Source: an optimization exercise on an open RTL-to-GDS flow (aim: small area). Production flows keep margins and buffers that such runs may drop.
In this exercise RTL edits were held to simulation tests only and were not proved equivalent to the original.
Power figures rest on the tool's default switching activity, not on a simulated workload.

==> module pixel_processing, before the edit <==
module pixel_processing#(
    parameter          ROW_NUM = 9'd96,      
    parameter          COL_NUM = 9'd32,      
    parameter          DATA_WIDTH  = 16
)(
    input              rst,
    input              video_clk,
	input     [15:0]   rgb565_i,
    input              data_valid,
	output    [15:0]   pixel_mean,
    output             odata_val
   );
localparam AW = 22;             
localparam SW = 21;             
localparam NL = 4;              
localparam NS = 8;              
reg [4:0]   col_cnt;
reg [6:0]   row_cnt;
reg         pend;
reg [15:0]  pix;
reg [2:0]   ph;
reg [NL*SW-1:0] ring [0:NS-1];
wire [NL*SW-1:0] port_q = ring[NS-1];
reg         hit, hit_n;
wire        pend_nx = data_valid || (pend && !hit);
wire [4:0]  col_nx  = hit ? col_cnt + 1'b1 : col_cnt;
wire [2:0]  ph_nx   = ph + 1'b1;
wire        hit_nx  = pend_nx && (ph_nx == col_nx[4:2]);
wire        clr  = row_cnt[1:0] == 2'd0;
wire        last_col = col_cnt == COL_NUM-1;
wire        edge_row = (row_cnt[6:2] == 5'd0) || (row_cnt[6:2] == ROW_NUM/4-1);
wire        emit = (row_cnt[1:0] == 2'd3) && (edge_row || col_cnt == 5'd0 || last_col);
wire [SW-1:0] q0 = port_q[SW-1:0];
wire        h4 = q0[20];
wire [1:0]  rf = q0[19:18];
wire [1:0]  gf = q0[17:16];
wire        rf3 = &rf;
wire        gf3 = &gf;
wire [1:0]  hi_r = rf3 ? {1'b0, h4} : gf3 ? 2'd2 : rf;
wire [1:0]  hi_g = (rf3 || !gf3) ? gf : rf;
wire [1:0]  hi_b = (rf3 || gf3) ? 2'd2 : {1'b0, h4};
wire [AW-1:0] acc = clr ? {AW{1'b0}} : {hi_r, q0[15:11], hi_g, q0[10:5], hi_b, q0[4:0]};
wire [AW-1:0] addend = {2'b0, pix[15:11], 2'b0, pix[10:5], 2'b0, pix[4:0]};
wire [AW-1:0] sum;
wire [AW:0]   cy;
genvar b;
generate for (b = 0; b < AW; b = b + 1) begin : add
    wire cin = (b == 0 || b == 7 || b == 15) ? 1'b0 : cy[b];
    assign sum[b]  = acc[b] ^ addend[b] ^ cin;
    assign cy[b+1] = (acc[b] & addend[b]) | (cin & (acc[b] ^ addend[b]));
end endgenerate
assign pixel_mean = {sum[21:17], sum[14:9], sum[6:2]};
wire [1:0]  s_r = sum[21:20];
wire [1:0]  s_g = sum[14:13];
wire [1:0]  s_b = sum[6:5];
wire        st_h4 = s_b[1] ? (!s_r[1] && s_r[0]) : s_b[0];
wire [1:0]  st_rf = s_b[1] ? (s_r[1] ? s_g : 2'd3) : s_r;
wire [1:0]  st_gf = (s_b[1] && s_r[1]) ? 2'd3 : s_g;
wire [4:0]  sum_hi = {st_h4, st_rf, st_gf};
wire [SW-1:0] sum_st = {sum_hi, sum[19:15], sum[12:7], sum[4:0]};
assign odata_val  = hit && emit;
integer i;
always@(posedge video_clk)begin
    for (i = 1; i < NS; i = i + 1) ring[i] <= ring[i-1];
    ring[0] <= ({NL*SW{hit}}   & {sum_st, port_q[NL*SW-1:SW]})
             | ({NL*SW{hit_n}} & port_q);
end
always@(posedge video_clk)begin
    if (data_valid) pix <= rgb565_i;
end
always@(posedge video_clk or posedge rst)begin
    if(rst)begin
        ph      <= 'b0;
        pend    <= 1'b0;
        hit     <= 1'b0;
        hit_n   <= 1'b1;
        col_cnt <= 'b0;
        row_cnt <= 'b0;
    end else begin
        ph    <= ph_nx;
        pend  <= pend_nx;
        hit   <= hit_nx;
        hit_n <= !hit_nx;
        col_cnt <= col_nx;
        if (hit) begin
            if (last_col) row_cnt <= (row_cnt == ROW_NUM-1) ? 7'd0 : row_cnt + 1'b1;
        end
    end
end
endmodule
export LEC_CHECK = 0
export CAP_MARGIN = 20
export CORE_MARGIN = 2
export CORE_UTILIZATION = 70
export SLEW_MARGIN = 20
create_clock -name core_clock -period 10.0 [get_ports {video_clk}]
standard.sh (not shown) runs the stock make flow with config.mk's settings and CLKGATE_MAP_FILE= SYNTH_SCRIPT=/design/flow/synth_recipe.tcl, a recipe that flattens the netlist after the stock synthesis.
==> flow/flow/run.sh <==
#!/bin/bash
# Own layout flow: the standard flow (standard.sh) with these changes:
#  - synthesis maps the logic with an area-oriented ABC script (abc_map.script)
#    instead of ORFS's speed script, and looks for full adders (extract_fa)
#    on the design's own gates, before Yosys's generic ABC pass restructures
#    them (patch_synth.py); registers are mapped exactly as in the standard
#    synthesis;
#  - CTS without dummy loads and with smaller clock buffers (knobs.sh);
#  - the smallest buffer cell for the port buffers (knobs.sh).
# Each tool's output is in orfs/logs/; the make output is in flow_make.log.
set -euo pipefail
here=$(cd "$(dirname "$0")" && pwd)
rm -rf scripts_local
cp -r "$FLOW_HOME/scripts" scripts_local
cp "$here/abc_map.script" scripts_local/abc_speed.script
python3 "$here/patch_synth.py" scripts_local/synth.tcl
export SCRIPTS_DIR=$PWD/scripts_local
source "$here/knobs.sh"
export CTS_ARGS BUFFER_PORTS_ARGS
bash standard.sh finish > flow_make.log 2>&1
==> flow/flow/abc_map.script <==
&get -n
&st
&syn2
&dch -f
&nf -R 1000 -p
&st
&syn2
&dch -f
&nf -R 1000 -p
&put
==> flow/flow/knobs.sh <==
CTS_ARGS="-sink_clustering_enable -repair_clock_nets -sink_clustering_size 21 -sink_clustering_max_diameter 60 -buf_list sky130_fd_sc_hd__clkbuf_8 -root_buf sky130_fd_sc_hd__clkbuf_4 -tree_buf sky130_fd_sc_hd__clkbuf_4 -dont_use_dummy_load"
BUFFER_PORTS_ARGS="-buffer_cell sky130_fd_sc_hd__buf_1"
==> flow/flow/patch_synth.py <==
import sys
p=sys.argv[1]; s=open(p).read()
anchor="  synth -top $::env(DESIGN_NAME) -run fine: {*}$synth_full_args\n"
assert anchor in s
s=s.replace(anchor,"  techmap\n  opt -fast\n  extract_fa\n  techmap -map $::env(ADDER_MAP_FILE)\n  opt -fast\n"+anchor,1)
open(p,'w').write(s)
Edit:
--- a/flow/design.v
+++ b/flow/design.v
@@ -12,7 +12,6 @@
     output             odata_val
    );
 localparam AW = 22;             
-localparam SW = 21;             
 localparam NL = 4;              
 localparam NS = 8;              
 reg [4:0]   col_cnt;
@@ -20,8 +19,8 @@
 reg         pend;
 reg [15:0]  pix;
 reg [2:0]   ph;
-reg [NL*SW-1:0] ring [0:NS-1];
-wire [NL*SW-1:0] port_q = ring[NS-1];
+reg [NL*AW-1:0] ring [0:NS-1];
+wire [NL*AW-1:0] port_q = ring[NS-1];
 reg         hit, hit_n;
 wire        pend_nx = data_valid || (pend && !hit);
 wire [4:0]  col_nx  = hit ? col_cnt + 1'b1 : col_cnt;
@@ -31,16 +30,7 @@
 wire        last_col = col_cnt == COL_NUM-1;
 wire        edge_row = (row_cnt[6:2] == 5'd0) || (row_cnt[6:2] == ROW_NUM/4-1);
 wire        emit = (row_cnt[1:0] == 2'd3) && (edge_row || col_cnt == 5'd0 || last_col);
-wire [SW-1:0] q0 = port_q[SW-1:0];
-wire        h4 = q0[20];
-wire [1:0]  rf = q0[19:18];
-wire [1:0]  gf = q0[17:16];
-wire        rf3 = &rf;
-wire        gf3 = &gf;
-wire [1:0]  hi_r = rf3 ? {1'b0, h4} : gf3 ? 2'd2 : rf;
-wire [1:0]  hi_g = (rf3 || !gf3) ? gf : rf;
-wire [1:0]  hi_b = (rf3 || gf3) ? 2'd2 : {1'b0, h4};
-wire [AW-1:0] acc = clr ? {AW{1'b0}} : {hi_r, q0[15:11], hi_g, q0[10:5], hi_b, q0[4:0]};
+wire [AW-1:0] acc = clr ? {AW{1'b0}} : port_q[AW-1:0];
 wire [AW-1:0] addend = {2'b0, pix[15:11], 2'b0, pix[10:5], 2'b0, pix[4:0]};
 wire [AW-1:0] sum;
 wire [AW:0]   cy;
@@ -51,20 +41,12 @@
     assign cy[b+1] = (acc[b] & addend[b]) | (cin & (acc[b] ^ addend[b]));
 end endgenerate
 assign pixel_mean = {sum[21:17], sum[14:9], sum[6:2]};
-wire [1:0]  s_r = sum[21:20];
-wire [1:0]  s_g = sum[14:13];
-wire [1:0]  s_b = sum[6:5];
-wire        st_h4 = s_b[1] ? (!s_r[1] && s_r[0]) : s_b[0];
-wire [1:0]  st_rf = s_b[1] ? (s_r[1] ? s_g : 2'd3) : s_r;
-wire [1:0]  st_gf = (s_b[1] && s_r[1]) ? 2'd3 : s_g;
-wire [4:0]  sum_hi = {st_h4, st_rf, st_gf};
-wire [SW-1:0] sum_st = {sum_hi, sum[19:15], sum[12:7], sum[4:0]};
 assign odata_val  = hit && emit;
 integer i;
 always@(posedge video_clk)begin
     for (i = 1; i < NS; i = i + 1) ring[i] <= ring[i-1];
-    ring[0] <= ({NL*SW{hit}}   & {sum_st, port_q[NL*SW-1:SW]})
-             | ({NL*SW{hit_n}} & port_q);
+    ring[0] <= ({NL*AW{hit}}   & {sum, port_q[NL*AW-1:AW]})
+             | ({NL*AW{hit_n}} & port_q);
 end
 always@(posedge video_clk)begin
     if (data_valid) pix <= rgb565_i;
What happened: The new run finished clean; setup slack improves by 340 ps; hold slack is worse by 41 ps; synthesized cell count goes up slightly; wire length is higher by a few percent; cell area went up by a few percent; clock power increases by a few percent; register-to-register slack gets better by 460 ps; count of clock-buffer cells in the layout increases by 2; via count increases slightly; die area went up by a few percent; combinational power shrinks by a quarter to a third; clock skew is higher by 10 ps.

## what the ideal ports hide
In the flow no input, the clock included, has a driving cell. The finished layouts below were timed again as built, in two steps.
Step 1: set_driving_cell puts a clkbuf_16 on video_clk and a buf_2 on each other input, an assumption about the parent block.
Step 2 times the ports against the registers' clock, not the clock port: input delays grow and output delays shrink by t, the midpoint of the rising clock arrivals with the driver on.
Three values: ideal ports, drivers, drivers and shift; two values: the first two.
| run | t (ns) | setup slack, ns | worst setup path after step 2 | worst slew at a driven data input, ns | pins driven straight from the clock port |
|---|---|---|---|---|---|
| the first run | 0.710 | 3.250 / 3.209 / 3.919 | register to output | 0.05 | 1 |
| the second run | 0.693 | 3.591 / 3.551 / 4.244 | register to output | 0.06 | 1 |
After both steps setup and hold are still met in every run listed.
